This is an optimization exercise on Yosys and OpenROAD, whose aim is small area and a short achievable clock period, not a production implementation.
In this exercise RTL edits were held to simulation tests only and were not proved equivalent to the original.
No activity file was given, so power comes from the tool's default toggle rates.

Setup of main:
==> module rf_rdbit3d, before the edit <==
module rf_rdbit3d(input [31:1] sel, input [31:1] d, output q, output q2);
wire n1;
wire n2;
wire n3;
wire n4;
wire n5;
wire n6;
wire n7;
wire n8;
wire n9;
wire n10;
wire n11;
wire n12;
wire n13;
wire n14;
wire n15;
g_aoi222 u1(.a(sel[1]), .b(d[1]), .c(sel[2]), .d(d[2]), .e(sel[3]), .f(d[3]), .y(n1));
g_aoi222 u2(.a(sel[4]), .b(d[4]), .c(sel[5]), .d(d[5]), .e(sel[6]), .f(d[6]), .y(n2));
g_aoi222 u3(.a(sel[7]), .b(d[7]), .c(sel[8]), .d(d[8]), .e(sel[9]), .f(d[9]), .y(n3));
g_aoi222 u4(.a(sel[10]), .b(d[10]), .c(sel[11]), .d(d[11]), .e(sel[12]), .f(d[12]), .y(n4));
g_aoi222 u5(.a(sel[13]), .b(d[13]), .c(sel[14]), .d(d[14]), .e(sel[15]), .f(d[15]), .y(n5));
g_aoi222 u6(.a(sel[16]), .b(d[16]), .c(sel[17]), .d(d[17]), .e(sel[18]), .f(d[18]), .y(n6));
g_aoi222 u7(.a(sel[19]), .b(d[19]), .c(sel[20]), .d(d[20]), .e(sel[21]), .f(d[21]), .y(n7));
g_aoi222 u8(.a(sel[22]), .b(d[22]), .c(sel[23]), .d(d[23]), .e(sel[24]), .f(d[24]), .y(n8));
g_aoi222 u9(.a(sel[25]), .b(d[25]), .c(sel[26]), .d(d[26]), .e(sel[27]), .f(d[27]), .y(n9));
g_aoi222 u10(.a(sel[28]), .b(d[28]), .c(sel[29]), .d(d[29]), .e(sel[30]), .f(d[30]), .y(n10));
g_nand2 u11(.a(sel[31]), .b(d[31]), .y(n11));
g_nand4 u12(.a(n1), .b(n2), .c(n3), .d(n4), .y(n12));
g_nand4 u13(.a(n5), .b(n6), .c(n7), .d(n8), .y(n13));
g_and3 u14(.a(n9), .b(n10), .c(n11), .y(n14));
g_nor2 u15(.a(n12), .b(n13), .y(n15));
g_nand2 u16(.a(n15), .b(n14), .y(q));
g_nand2 u17(.a(n15), .b(n14), .y(q2));
endmodule
==> module rv_core, before the edit <==
module rv_core(
    input clk,
    input rst_n,                 
    output [31:0] imem_addr,
    input  [31:0] imem_rdata,
    output [31:0] dmem_addr,
    output [31:0] dmem_wdata,
    output        dmem_we,
    input  [31:0] dmem_rdata
    );
wire [31:0] ins = imem_rdata;
wire [6:0]  op  = ins[6:0];
wire [2:0]  f3  = ins[14:12];
wire [4:0]  rd  = ins[11:7];
wire [4:0]  rs1 = ins[19:15];
wire [4:0]  rs2 = ins[24:20];
wire is_op    = (op == 7'b0110011);
wire is_opimm = (op == 7'b0010011);
wire is_lui   = (op == 7'b0110111);
wire is_load  = (op == 7'b0000011);
wire is_store = (op == 7'b0100011);
wire is_br    = (op == 7'b1100011);
wire is_jal   = (op == 7'b1101111);
reg  [31:1] pc_q;
wire [31:0] pc  = {pc_q, 1'b0};
wire [31:0] pc4 = {pc[31:2] + 30'd1, pc[1:0]};
reg  [31:0] rf [1:31];
wire        wen = rst_n & (is_op | is_opimm | is_lui | is_load | is_jal);
reg  [31:0] wdata;
integer k;
always @(posedge clk)
    for (k = 1; k < 32; k = k + 1)
        if (wen && rd == k)
            rf[k] <= wdata;
wire [61:0] sel1, sel2;      
genvar c;
generate
    for (c = 0; c < 2; c = c + 1) begin : g_dec
        rf_dec u_d1(.rs(rs1), .sel(sel1[31*c +: 31]));
        rf_dec u_d2(.rs(rs2), .sel(sel2[31*c +: 31]));
    end
endgenerate
wire [31:0] r1, r2;
wire [31:0] r1x;             
genvar i, j;
generate
    for (i = 0; i < 32; i = i + 1) begin : g_rd
        wire [31:1] col;
        for (j = 1; j < 32; j = j + 1) begin : g_c
            assign col[j] = rf[j][i];
        end
        rf_rdbit3d u_r1(.sel(sel1[31*(i/16) +: 31]), .d(col), .q(r1[i]), .q2(r1x[i]));
        rf_rdbit3 u_r2(.sel(sel2[31*(i/16) +: 31]), .d(col), .q(r2[i]));
    end
endgenerate
wire [31:0] imm_is = {{21{ins[31]}}, ins[30:25], (ins[5] ? ins[11:7] : ins[24:20])};
wire        b_reg  = ins[5] & (ins[4] | ins[6]);
wire [31:0] b      = b_reg ? r2 : imm_is;
wire [31:0] sum;             
wire [31:0] sum_o;           
wire [31:0] p;               
add_ksp u_add(.a(r1), .b(b), .s(sum_o), .s2(sum), .p(p));
wire        ltu;
ltu32 u_ltu(.a(r1x), .b(b), .p(p), .lt(ltu));
wire        lts    = (r1x[31] ^ b[31]) ? r1x[31] : ltu;
wire        eq     = ~|p;        
reg [31:0] alu;
always @(*)
    case (f3)
        3'b000:  alu = sum;
        3'b010:  alu = {31'd0, lts};
        3'b011:  alu = {31'd0, ltu};
        3'b110:  alu = r1x | b;
        default: alu = 32'd0;
    endcase
always @(*)
    if (ins[2])
        wdata = ins[3] ? pc4 : {ins[31:12], 12'd0};
    else
        wdata = ins[4] ? alu : dmem_rdata;
wire [31:0] imm_bj = ins[3] ? {{12{ins[31]}}, ins[19:12], ins[20], ins[30:21], 1'b0}
                            : {{20{ins[31]}}, ins[7], ins[30:25], ins[11:8], 1'b0};
wire [31:0] target;
wire [31:0] unused_p;
wire        unused_c;
add_sk u_tgt(.a(pc), .b(imm_bj), .cin(1'b0), .s(target), .p(unused_p), .cout(unused_c));
wire        taken  = (is_br & eq) | is_jal;
always @(posedge clk)
    if (~rst_n)
        pc_q <= 31'd0;
    else
        pc_q <= taken ? target[31:1] : pc4[31:1];
assign imem_addr  = pc;
assign dmem_addr  = sum_o;
assign dmem_wdata = r2;
assign dmem_we    = is_store & rst_n;
endmodule
clock: 12.5 ns
lec_check: 0
cap_margin: 20
core_margin: 2
core_utilization: 65
setup_slack_margin: 4
slew_margin: 20
synth_hierarchical: 1
standard.sh (not shown) runs the stock make flow with config.mk's settings and CLKGATE_MAP_FILE= SYNTH_SCRIPT=/design/flow/synth_recipe.tcl, a recipe that flattens the netlist after the stock synthesis.
==> flow/flow/run.sh <==
#!/bin/bash
# Layout flow: the standard layout (standard.sh: ORFS synthesis to final
# layout), run unchanged for synthesis, then with these differences:
#  * port buffers are buf_2 cells instead of ORFS's default choice (a
#    clkdlybuf4s50_1 delay cell); every port still gets its buffer;
#  * CTS builds its tree from clkbuf_16 with larger sink clusters and
#    no dummy loads.
# Each tool's full output goes to a log in this folder (and ORFS's own per-step
# logs under orfs/logs/).
set -euo pipefail
bash standard.sh synth > synth.log 2>&1
export BUFFER_PORTS_ARGS="-buffer_cell sky130_fd_sc_hd__buf_2"
export CTS_ARGS="-sink_clustering_enable -repair_clock_nets -dont_use_dummy_load -sink_clustering_size 30 -sink_clustering_max_diameter 100 -buf_list {sky130_fd_sc_hd__clkbuf_16}"
bash standard.sh > layout.log 2>&1
Setup changes, main to the feature branch
diff --git a/flow/design.v b/flow/design.v
--- a/flow/design.v
+++ b/flow/design.v
@@ -63,46 +63,12 @@
 g_nand4 u12(.a(n1), .b(n2), .c(n3), .d(n4), .y(n12));
 g_nand4 u13(.a(n5), .b(n6), .c(n7), .d(n8), .y(n13));
 g_and3 u14(.a(n9), .b(n10), .c(n11), .y(n14));
 g_nor2 u15(.a(n12), .b(n13), .y(n15));
 g_nand2 u16(.a(n15), .b(n14), .y(q));
 endmodule
-module rf_rdbit3d(input [31:1] sel, input [31:1] d, output q, output q2);
-wire n1;
-wire n2;
-wire n3;
-wire n4;
-wire n5;
-wire n6;
-wire n7;
-wire n8;
-wire n9;
-wire n10;
-wire n11;
-wire n12;
-wire n13;
-wire n14;
-wire n15;
-g_aoi222 u1(.a(sel[1]), .b(d[1]), .c(sel[2]), .d(d[2]), .e(sel[3]), .f(d[3]), .y(n1));
-g_aoi222 u2(.a(sel[4]), .b(d[4]), .c(sel[5]), .d(d[5]), .e(sel[6]), .f(d[6]), .y(n2));
-g_aoi222 u3(.a(sel[7]), .b(d[7]), .c(sel[8]), .d(d[8]), .e(sel[9]), .f(d[9]), .y(n3));
-g_aoi222 u4(.a(sel[10]), .b(d[10]), .c(sel[11]), .d(d[11]), .e(sel[12]), .f(d[12]), .y(n4));
-g_aoi222 u5(.a(sel[13]), .b(d[13]), .c(sel[14]), .d(d[14]), .e(sel[15]), .f(d[15]), .y(n5));
-g_aoi222 u6(.a(sel[16]), .b(d[16]), .c(sel[17]), .d(d[17]), .e(sel[18]), .f(d[18]), .y(n6));
-g_aoi222 u7(.a(sel[19]), .b(d[19]), .c(sel[20]), .d(d[20]), .e(sel[21]), .f(d[21]), .y(n7));
-g_aoi222 u8(.a(sel[22]), .b(d[22]), .c(sel[23]), .d(d[23]), .e(sel[24]), .f(d[24]), .y(n8));
-g_aoi222 u9(.a(sel[25]), .b(d[25]), .c(sel[26]), .d(d[26]), .e(sel[27]), .f(d[27]), .y(n9));
-g_aoi222 u10(.a(sel[28]), .b(d[28]), .c(sel[29]), .d(d[29]), .e(sel[30]), .f(d[30]), .y(n10));
-g_nand2 u11(.a(sel[31]), .b(d[31]), .y(n11));
-g_nand4 u12(.a(n1), .b(n2), .c(n3), .d(n4), .y(n12));
-g_nand4 u13(.a(n5), .b(n6), .c(n7), .d(n8), .y(n13));
-g_and3 u14(.a(n9), .b(n10), .c(n11), .y(n14));
-g_nor2 u15(.a(n12), .b(n13), .y(n15));
-g_nand2 u16(.a(n15), .b(n14), .y(q));
-g_nand2 u17(.a(n15), .b(n14), .y(q2));
-endmodule
 module g_inv(input a, output y);
 assign y = ~a;
 endmodule
 module g_nand2(input a, b, output y);
 assign y = ~(a & b);
 endmodule
@@ -1127,42 +1093,41 @@
     for (c = 0; c < 2; c = c + 1) begin : g_dec
         rf_dec u_d1(.rs(rs1), .sel(sel1[31*c +: 31]));
         rf_dec u_d2(.rs(rs2), .sel(sel2[31*c +: 31]));
     end
 endgenerate
 wire [31:0] r1, r2;
-wire [31:0] r1x;             
 genvar i, j;
 generate
     for (i = 0; i < 32; i = i + 1) begin : g_rd
         wire [31:1] col;
         for (j = 1; j < 32; j = j + 1) begin : g_c
             assign col[j] = rf[j][i];
         end
-        rf_rdbit3d u_r1(.sel(sel1[31*(i/16) +: 31]), .d(col), .q(r1[i]), .q2(r1x[i]));
+        rf_rdbit3 u_r1(.sel(sel1[31*(i/16) +: 31]), .d(col), .q(r1[i]));
         rf_rdbit3 u_r2(.sel(sel2[31*(i/16) +: 31]), .d(col), .q(r2[i]));
     end
 endgenerate
 wire [31:0] imm_is = {{21{ins[31]}}, ins[30:25], (ins[5] ? ins[11:7] : ins[24:20])};
 wire        b_reg  = ins[5] & (ins[4] | ins[6]);
 wire [31:0] b      = b_reg ? r2 : imm_is;
 wire [31:0] sum;             
 wire [31:0] sum_o;           
 wire [31:0] p;               
 add_ksp u_add(.a(r1), .b(b), .s(sum_o), .s2(sum), .p(p));
 wire        ltu;
-ltu32 u_ltu(.a(r1x), .b(b), .p(p), .lt(ltu));
-wire        lts    = (r1x[31] ^ b[31]) ? r1x[31] : ltu;
+ltu32 u_ltu(.a(r1), .b(b), .p(p), .lt(ltu));
+wire        lts    = (r1[31] ^ b[31]) ? r1[31] : ltu;
 wire        eq     = ~|p;        
 reg [31:0] alu;
 always @(*)
     case (f3)
         3'b000:  alu = sum;
         3'b010:  alu = {31'd0, lts};
         3'b011:  alu = {31'd0, ltu};
-        3'b110:  alu = r1x | b;
+        3'b110:  alu = r1 | b;
         default: alu = 32'd0;
     endcase
 always @(*)
     if (ins[2])
         wdata = ins[3] ? pc4 : {ins[31:12], 12'd0};
     else
### Flow results
- As far as number of nets in the layout is concerned, the feature branch and main perform about the same.
- For main, the last element of the critical path was dmem_addr[15], unlike the feature branch, where it was dmem_addr[24].
- Weighted congestion at the end of routability-driven global placement in the feature branch is 0.027 lower than in main
- Taking main as the reference, in the feature branch area fraction of clock buffers and clock inverters comparable; synthesis-to-layout area growth went up by 1.4 points; global-route wire length before repair decreased 1800 um.
- [compare] base=main new=the feature branch: area of the core region shows no meaningful change, share of total power in the clock network -0.2 points, die area essentially unchanged.

[port drivers added, routing unchanged]
Ports are ideal in the flow. The routed layouts listed here were re-timed in OpenROAD.
Step 1: set_driving_cell puts a clkbuf_16 on clk and a buf_2 on each other input, an assumption about the parent block.
Step 2 moves the port delays by t, midway between the first and last clock arrival at a register: inputs arrive t later, outputs are due t later. That takes back most of the time a late clock gives input paths.
Three values: ideal ports, drivers, drivers and shift; two values: the first two.
run	t (ns)	slack for setup (ns)	slew at the worst register clock pin (ns)
main	0.682	3.796 / 3.753 / 3.753	0.12 / 0.12
the feature branch	0.691	3.772 / 3.726 / 3.726	0.12 / 0.12
After both steps every run listed still meets setup and hold. For the feature branch, which loses most, drivers alone change the setup slack by -0.046 ns; drivers and shift together by -0.046 ns.
